From an optimization exercise on the open Yosys and OpenROAD flow, aimed at small area; shortcuts taken in it are not production practice. Only simulation tests tie the RTL to the original design; equivalence was not proved. Power is estimated from default activity; no workload was simulated.

== exp/juniper ==
// opl2
module opl2(
  clk,
  reset,
  opl2_we,
  opl2_data,
  opl2_adr,
  kon,
  channel_a,
  channel_b,
  sample_clk,
  sample_clk_128
  );
  input         clk;
  input         reset;
  input         opl2_we;
  input [7:0]   opl2_data;
  input [7:0]   opl2_adr;
  output [8:0]  kon;
  output signed [15:0] channel_a;
  output signed [15:0] channel_b;
  output sample_clk;
  output sample_clk_128;
  localparam [1:0]
    RELEASE = 2'b00,
    ATTACK  = 2'b01,
    DECAY   = 2'b10,
    SUSTAIN = 2'b11;
  localparam RAND_POLYNOMIAL = 'h800302;
  localparam TREMOLO_MAX_COUNT = 13*1024;
  reg [8:0] kon;
  reg signed [15:0] channel_a;
  reg signed [15:0] channel_b;
  reg sample_clk;
  reg sample_clk_128;
  genvar i;
  reg [9:0] cntr;
  reg sample_clk_en;
  always @(posedge clk)
    if (reset) begin
      cntr <= 10'd0;
      sample_clk_en <= 1'b0;
      sample_clk <= 1'b0;
    end else begin
      cntr <= cntr == 10'd813 ? 10'd0 : cntr + 1'b1;
      sample_clk_en <= cntr == 10'd0;
      sample_clk <= ~cntr[9];
      sample_clk_128 <= ~cntr[0];
    end
  reg [7:0] ma0 [0:8];
  reg [5:0] mb0 [0:8];
  reg [5:0] mc0 [0:8];
  reg [7:0] mbd;
  reg       m08;
  wire [7:0] wdata = reset ? 8'd0 : opl2_data;
  generate
    for (i = 0; i < 9; i = i + 1) begin: mch
      always @(posedge clk) begin
        if (reset || (opl2_we && opl2_adr == 8'ha0 + i)) ma0[i] <= wdata;
        if (reset || (opl2_we && opl2_adr == 8'hb0 + i)) mb0[i] <= wdata[5:0];
        if (reset || (opl2_we && opl2_adr == 8'hc0 + i)) mc0[i] <= wdata[5:0];
      end
    end
  endgenerate
  always @(posedge clk) begin
    if (reset || (opl2_we && opl2_adr == 8'hbd)) mbd <= wdata;
    if (reset || (opl2_we && opl2_adr == 8'h08)) m08 <= wdata[6];
  end
  reg [9:0] sfnum [0:8];
  reg [2:0] sblock [0:8];
  reg [8:0] scha;
  ...
Settings: LEC_CHECK=0, ABC_AREA=1, CAP_MARGIN=20, CORE_MARGIN=2, CORE_UTILIZATION=65, CTS_BUF_LIST=sky130_fd_sc_hd__clkbuf_16, CTS_CLUSTER_DIAMETER=100, CTS_CLUSTER_SIZE=30, PLACE_DENSITY=0.75, SLEW_MARGIN=20; clock period 15.0 ns.
run.sh (not shown) runs the stock make flow with config.mk's settings and CLKGATE_MAP_FILE= SYNTH_SCRIPT=/design/flow/synth_recipe.tcl, a recipe that flattens the netlist after the stock synthesis.
Modified inputs, exp/cedar compared to exp/juniper
--- a/flow/config.mk
+++ b/flow/config.mk
@@ -6,11 +6,10 @@
 export NUM_CORES = 8
 export LEC_CHECK = 0
-export ABC_AREA = 1
 export CAP_MARGIN = 20
 export CORE_MARGIN = 2
-export CORE_UTILIZATION = 65
+export CORE_UTILIZATION = 55
 export CTS_BUF_LIST = sky130_fd_sc_hd__clkbuf_16
 export CTS_CLUSTER_DIAMETER = 100
 export CTS_CLUSTER_SIZE = 30
-export PLACE_DENSITY = 0.75
+export PLACE_DENSITY = 0.7
 export SLEW_MARGIN = 20
- Logic gate share of total power was higher in the run labelled exp/juniper.
- Of the two values seen for leading power group, combinational cells was produced by exp/juniper and registers by exp/cedar.
- Diff exp/juniper -> exp/cedar: number of signal-net buffers in the layout increased 11%, sequential power decreased about 7%.
> inputs changed (exp/cedar -> exp/willow)
--- a/flow/config.mk
+++ b/flow/config.mk
@@ -6,10 +6,11 @@
 export NUM_CORES = 8
 export LEC_CHECK = 0
+export ABC_AREA = 1
 export CAP_MARGIN = 20
 export CORE_MARGIN = 2
-export CORE_UTILIZATION = 55
+export CORE_UTILIZATION = 65
 export CTS_BUF_LIST = sky130_fd_sc_hd__clkbuf_16
-export CTS_CLUSTER_DIAMETER = 100
+export CTS_CLUSTER_DIAMETER = 70
 export CTS_CLUSTER_SIZE = 30
-export PLACE_DENSITY = 0.7
+export PLACE_DENSITY = 0.75
 export SLEW_MARGIN = 20
### Flow results
Wire: exp/willow routes less than exp/cedar
exp/willow gives more synthesized cell count than exp/cedar did.
exp/cedar → exp/willow: sequential share of layout area increased 2.7 points; synthesis-to-finish area growth now larger.
exp/willow completed end to end with timing, DRC and antenna clean.
Input-level comparison between exp/delta and exp/willow:
--- a/flow/config.mk
+++ b/flow/config.mk
@@ -9,8 +9,8 @@
 export CAP_MARGIN = 20
 export CORE_MARGIN = 2
-export CORE_UTILIZATION = 65
+export CORE_UTILIZATION = 55
 export CTS_BUF_LIST = sky130_fd_sc_hd__clkbuf_16
-export CTS_CLUSTER_DIAMETER = 70
+export CTS_CLUSTER_DIAMETER = 100
 export CTS_CLUSTER_SIZE = 30
-export PLACE_DENSITY = 0.75
+export PLACE_DENSITY = 0.7
 export SLEW_MARGIN = 20
==> comparison <==
Post-route minimum period on exp/delta is down relative to exp/willow.
Per the comparison of exp/delta with exp/willow, detailed-route vias per instance went down by about 3.6%; H-tree level count lower; non-clock buffer share of cell area stayed essentially flat.
In exp/delta the post-layout total power turned out 2.9% lower than in exp/willow.
#### Input delta (exp/raven over exp/delta)
--- a/flow/config.mk
+++ b/flow/config.mk
@@ -9,8 +9,8 @@
 export CAP_MARGIN = 20
 export CORE_MARGIN = 2
-export CORE_UTILIZATION = 55
+export CORE_UTILIZATION = 65
 export CTS_BUF_LIST = sky130_fd_sc_hd__clkbuf_16
 export CTS_CLUSTER_DIAMETER = 100
-export CTS_CLUSTER_SIZE = 30
-export PLACE_DENSITY = 0.7
+export CTS_CLUSTER_SIZE = 27
+export PLACE_DENSITY = 0.75
 export SLEW_MARGIN = 20
Notes after the runs:
Worst-path cell with the longest stage delay = sky130_fd_sc_hd__dfxtp_1: exp/delta; worst-path cell with the longest stage delay = sky130_fd_sc_hd__inv_1: exp/raven. The sequential share of cell area of exp/raven and that of exp/delta are within noise of each other. Total length of routed wires of exp/delta is on par with exp/raven. The ratio of final minimum period to clock period of exp/raven exceeds that of exp/delta by 1.4 points.
Inputs modified between exp/raven and exp/fjord:
--- a/flow/config.mk
+++ b/flow/config.mk
@@ -9,8 +9,8 @@
 export CAP_MARGIN = 20
 export CORE_MARGIN = 2
-export CORE_UTILIZATION = 65
+export CORE_UTILIZATION = 55
 export CTS_BUF_LIST = sky130_fd_sc_hd__clkbuf_16
 export CTS_CLUSTER_DIAMETER = 100
-export CTS_CLUSTER_SIZE = 27
-export PLACE_DENSITY = 0.75
+export CTS_CLUSTER_SIZE = 24
+export PLACE_DENSITY = 0.7
 export SLEW_MARGIN = 20
Notes after the runs:
exp/fjord vs exp/raven: number of antenna violations at the first check in global routing down in exp/fjord. Going from exp/raven to exp/fjord, the part of the cycle the worst path needs was found to have gone down by 1.5 points. From exp/raven to exp/fjord the numbers moved as follows: total count of hold-check failures in the final report has remained practically unchanged, average vias per placed instance has decreased, post-route worst setup slack has increased. The highest cell delay on the worst timing path in exp/fjord sits 0.23 ns above the value recorded for exp/raven. NOTE via count exp/raven->exp/fjord decreased slightly. exp/fjord against exp/raven: number of standard cells in the layout, taps in and fillers out climbed about 3.4%; buffer and inverter count on the worst path increased 1; part of the total power dissipated in the clock network increased 0.5 points.

Setup of run A:
Another version of the RTL of opl2 (not shown whole).
Size: about 62 I/O pins, ~0.089 sq mm of cells after synthesis.
Settings: LEC_CHECK=0, ABC_AREA=1, CAP_MARGIN=20, CORE_MARGIN=2, CORE_UTILIZATION=65, CTS_BUF_LIST=sky130_fd_sc_hd__clkbuf_16, CTS_CLUSTER_DIAMETER=100, CTS_CLUSTER_SIZE=26, PLACE_DENSITY=0.75, SLEW_MARGIN=20; clock period 15.0 ns.
standard.sh (not shown) runs the stock make flow with config.mk's settings and CLKGATE_MAP_FILE= SYNTH_SCRIPT=/design/flow/synth_recipe.tcl, a recipe that flattens the netlist after the stock synthesis.
==> flow/flow/run.sh <==
#!/bin/bash
# Layout flow: the standard synthesis, then the combinational logic of the
# synthesized netlist is remapped for area (the flip-flops are left exactly as
# the standard synthesis made them), then the standard layout steps.
set -euo pipefail
W=$PWD
R=$W/orfs/results/$FLOW_PLATFORM/opl2/base
LIB=$FLOW_HOME/platforms/$FLOW_PLATFORM/lib/sky130_fd_sc_hd__tt_025C_1v80.lib

bash standard.sh synth > $W/std_synth.log 2>&1

python3 $W/flow/splitlib.py $LIB $W/seq.lib $W/comb.lib > $W/splitlib.log 2>&1
cp $R/1_2_yosys.v $W/std_1_2_yosys.v
DU=""
for c in $(cat $W/flow/dont_use.txt); do DU="$DU -dont_use $c"; done
cat > $W/remap.ys <<EOS
read_liberty -lib $W/seq.lib
read_liberty -ignore_miss_func $W/comb.lib
read_verilog $W/std_1_2_yosys.v
hierarchy -top $FLOW_TOP
flatten
opt_clean
abc -script $W/flow/abc_area.scr -liberty $LIB $DU
opt_clean -purge
read_liberty -lib -ignore_redef $LIB
hilomap -singleton -hicell sky130_fd_sc_hd__conb_1 HI -locell sky130_fd_sc_hd__conb_1 LO
insbuf -buf sky130_fd_sc_hd__buf_4 A X
opt_clean -purge
tee -o $W/remap_stat.txt stat -liberty $LIB
check -assert -mapped
write_verilog -noattr -nohex -nodec $W/remap_1_2_yosys.v
EOS
yosys -s $W/remap.ys > $W/remap.log 2>&1
cp $W/remap_1_2_yosys.v $R/1_2_yosys.v
touch $R/1_2_yosys.v

bash standard.sh > $W/std_layout.log 2>&1
Other scripts of this flow, unchanged in this note and not shown: flow/flow/abc_area.scr, flow/flow/dont_use.txt, flow/flow/splitlib.py
The following lists how run B was set up differently from run A:
- CTS_CLUSTER_SIZE changed from 26 to 28
Findings:
Diff run A and run B: share of the final layout cell area in multi-input gates higher in run B. Run B vs run A: power down slightly. Number of global-route vias before repair was lower in run B than in run A. Met1 wire length: run A vs run B — no meaningful difference. Wire length was higher in run A than in run B.
Input changes introduced in run C (baseline for comparison: run B):
- swapping 0.75 for 0.8 in PLACE_DENSITY
- swapping 28 for 26 in CTS_CLUSTER_SIZE
- swapping 65 for 72 in CORE_UTILIZATION
## What came out
On estimated wirelength of the detail-placed design: run C sits above run B.
Of run B and run C, the run reporting the lower CTS buffer count was run B.
Register-to-register slack: run C worse than run B
Compared with run B, in run C register fraction of the total cell area saw a decrease, clock skew saw a decrease, final cell count without fillers saw a decrease, clock transition at the registers of the reported paths saw little to no change.
Between run B and run C, maximum number of pins on one net before global-route repair is higher for run B, run C comes in under that.
NOTE: hold slack in run C exceeds that of run B
When the final numbers for run B and run C were put side by side, the part of the cycle the worst path needs turned out to be smaller in run B.
Across both runs, utilization was higher for run C than for run B.

alpha:
opl2, a different RTL version from the one above (not shown whole).
Size in the first run: about 3000 flip-flops, about 62 I/O pins.
Settings: LEC_CHECK=0, ABC_AREA=1, CAP_MARGIN=20, CORE_MARGIN=2, CORE_UTILIZATION=60, CTS_BUF_LIST=sky130_fd_sc_hd__clkbuf_16, CTS_CLUSTER_DIAMETER=60, CTS_CLUSTER_SIZE=26, SLEW_MARGIN=20; clock period 15.0 ns.
run.sh (not shown) runs the stock make flow with config.mk's settings and CLKGATE_MAP_FILE= SYNTH_SCRIPT=/design/flow/synth_recipe.tcl, a recipe that flattens the netlist after the stock synthesis.
Stock flow here: none of the scripts above is used.
What beta does differently from alpha at the input level:
Settings: a change of CORE_UTILIZATION from 60 to 40; a deleted CTS_CLUSTER_DIAMETER that had been 60; a change of CTS_BUF_LIST from sky130_fd_sc_hd__clkbuf_16 to sky130_fd_sc_hd__clkbuf_4 sky130_fd_sc_hd__clkbuf_8; a deleted CTS_CLUSTER_SIZE that had been 26.
Notes after the runs:
- beta reached the end of the flow, and the finished layout is clean on the timing, design-rule and antenna checks.
- Comparing beta and alpha, routed wire length on met2 is higher on beta.
- Delay of the slowest cell on the worst path down 0.06 ns in beta wrt alpha
- Looking at mean number of vias per cell, beta sits 10% lower than alpha does.
- beta against alpha: number of clock buffers in the layout went up about 300%; total number of vias went up about 3.4%; final critical-path setup slack went up 0.017 ns.
- alpha reports its master of the slowest instance on the critical path as dfxtp_1 while beta reports fa_1.
[inputs] gamma vs beta
Settings: an added PLACE_DENSITY of 0.7; a change of CTS_BUF_LIST from sky130_fd_sc_hd__clkbuf_4 sky130_fd_sc_hd__clkbuf_8 to sky130_fd_sc_hd__clkbuf_16; an added CTS_CLUSTER_DIAMETER of 100; an added CTS_CLUSTER_SIZE of 24; a change of CORE_UTILIZATION from 40 to 55.
Results
beta has higher met2 layer wire length in the routed design than gamma.
Comparing gamma with beta, the synthesized cell count came out essentially unchanged.
Re sum of routed wire length over all layers: gamma is about 7% down on beta.
Taking beta as the reference, in gamma total track usage increased 5.7 points, sequential share of layout area increased by 3.7 points relative to the old numbers, leakage dissipation shrank by 6.3%, cell area fell by about 5.5%.
Comparing count of clock buffers in the final design for gamma and beta, the bigger number came from beta.
Setup changes, gamma to delta
Settings: removing CTS_CLUSTER_DIAMETER (formerly 100); removing CTS_CLUSTER_SIZE (formerly 24); removing CTS_BUF_LIST (formerly sky130_fd_sc_hd__clkbuf_16); removing PLACE_DENSITY (formerly 0.7); changing CORE_UTILIZATION from 55 to 65.
Findings:
- Higher fraction of area in non-clock buffers among gamma and delta: gamma
- First-pass GRT wire length was higher in the run labelled delta.
- Compared with gamma, delta shows a switching share of power that is 2.5 points lower.

oak:
Starting RTL as in the previous note.
Settings: LEC_CHECK=0, ABC_AREA=1, CAP_MARGIN=20, CORE_MARGIN=2, CORE_UTILIZATION=60, CTS_BUF_LIST=sky130_fd_sc_hd__clkbuf_16, CTS_CLUSTER_DIAMETER=80, CTS_CLUSTER_SIZE=30, SLEW_MARGIN=20; clock period 15.0 ns.
Inputs modified between oak and pine:
- changing CTS_CLUSTER_DIAMETER from 80 to 100
- changing CORE_UTILIZATION from 60 to 40
Findings:
- oak → pine: clock group total power neither gained nor lost much, die outline height moved up, sequential share of layout area has decreased, wire length grew by about 4.5%, layout buffer count excluding clock buffers rose 4.
- Compared with oak, in pine setup slack lost 0.0037 ns; power picked up an extra 1.4%; ratio of cells with drive above 1 in the final layout neither gained nor lost much; footprint of the multi-input gates neither gained nor lost much.
- Taking oak as the reference, in pine met2 wirelength from detailed routing increased about 3%; delay contributed by the slowest stage of the critical path essentially unchanged.
Here is what was changed in the inputs of birch compared with pine.
- removing CTS_CLUSTER_DIAMETER (formerly 100)
- removing CTS_BUF_LIST (formerly sky130_fd_sc_hd__clkbuf_16)
- removing CTS_CLUSTER_SIZE (formerly 30)
birch ended up with a higher number of H-tree levels than pine did. Looking at share of the clock period used by the worst path after layout, birch sits 0.25 points above pine. The clock network fraction of design power reported for birch is greater than that of pine by 9.7 points. Looking at fraction of power consumed by sequential logic, birch sits 4.1 points below pine. pine has lower number of nets in the layout than birch. [compare] base=pine new=birch: via count went up by about 2.6%, count of clock-buffer cells in the layout went up by about 230%, number of cells on the critical path went up by 1, met1 track demand over resource in global routing went up by 0.25 points, first-pass GRT wire length went up by about 2.4%.
#### Input delta (maple over birch)
- CTS_BUF_LIST newly set to sky130_fd_sc_hd__clkbuf_16
- CTS_CLUSTER_DIAMETER newly set to 100
- CTS_CLUSTER_SIZE newly set to 24
[compare] base=birch new=maple: finished layout cell area moved down, clock network latency to the later pin of the worst-skew pair -0.08 ns, number of logic stages on the critical path including buffering now sits lower, worst hold-check slack grew by 0.025 ns.
### maple -> cedar
- GPL_TIMING_DRIVEN now 0, previously not set
- GPL_ROUTABILITY_DRIVEN now 0, previously not set
==> comparison <==
In summary, cedar completed successfully, with a layout that passed the timing, design-rule and antenna checks.
On longest individual stage delay on the worst path, cedar tracks maple almost exactly.
Between maple and cedar, the flow reports post-route cell area increasing slightly.
Diff maple -> cedar | final period demand of the worst path | increase of 0.22 ns
Setup slack: cedar less than maple
Delta (cedar minus maple): CTS buffer count down 1; total power flat; number of fill cells in the layout down about 1.3%; non-filler instance count after layout up about 1.6%; internal power of the cells up about 0.7%.

-- re-timing with driven ports --
The flow's constraints put no driver on any port. The routed layouts listed below were extracted and timed again, unchanged, in two steps.
Step 1 assumes that a clkbuf_16 drives the clock port and a buf_2 every other input.
Step 2 times the ports against the registers' clock, not the clock port: input delays grow and output delays shrink by t, the midpoint of the rising clock arrivals with the driver on.
Slacks: ideal ports / drivers / drivers and shift; pairs: ideal ports / drivers.
run | t, ns | setup WS [ns] | worst setup path at the end | clock arrival spread, ns | cell pins on the clock port's net
exp/juniper | 0.861 | 1.728 / 1.728 / 1.728 | register to register | 0.084 / 0.084 | 1
exp/cedar | 0.897 | 1.296 / 1.296 / 1.296 | register to register | 0.073 / 0.072 | 1
exp/willow | 0.905 | 1.802 / 1.802 / 1.802 | register to register | 0.051 / 0.051 | 1
exp/delta | 0.902 | 1.920 / 1.920 / 1.920 | register to register | 0.066 / 0.066 | 1
exp/raven | 0.871 | 1.711 / 1.711 / 1.711 | register to register | 0.068 / 0.068 | 1
exp/fjord | 0.902 | 1.936 / 1.936 / 1.936 | register to register | 0.054 / 0.054 | 1
run A | 0.870 | 1.520 / 1.520 / 1.520 | register to register | 0.065 / 0.066 | 1
run B | 0.855 | 1.497 / 1.497 / 1.497 | register to register | 0.090 / 0.091 | 1
run C | 0.893 | 1.311 / 1.311 / 1.311 | register to register | 0.060 / 0.061 | 1
alpha | 0.913 | 1.266 / 1.266 / 1.266 | register to register | 0.049 / 0.049 | 1
beta | 1.159 | 1.284 / 1.284 / 1.284 | register to register | 0.093 / 0.093 | 1
gamma | 0.905 | 1.213 / 1.213 / 1.213 | register to register | 0.054 / 0.054 | 1
delta | 0.990 | 1.022 / 1.022 / 1.022 | register to register | 0.081 / 0.081 | 1
oak | 0.883 | 1.219 / 1.219 / 1.219 | register to register | 0.122 / 0.122 | 1
pine | 0.911 | 1.215 / 1.215 / 1.215 | register to register | 0.069 / 0.069 | 1
birch | 1.018 | 1.177 / 1.177 / 1.177 | register to register | 0.098 / 0.097 | 1
maple | 0.952 | 1.167 / 1.167 / 1.167 | register to register | 0.065 / 0.064 | 1
cedar | 0.929 | 0.951 / 0.951 / 0.951 | register to register | 0.080 / 0.080 | 1
After both steps setup and hold are still met in every run listed.
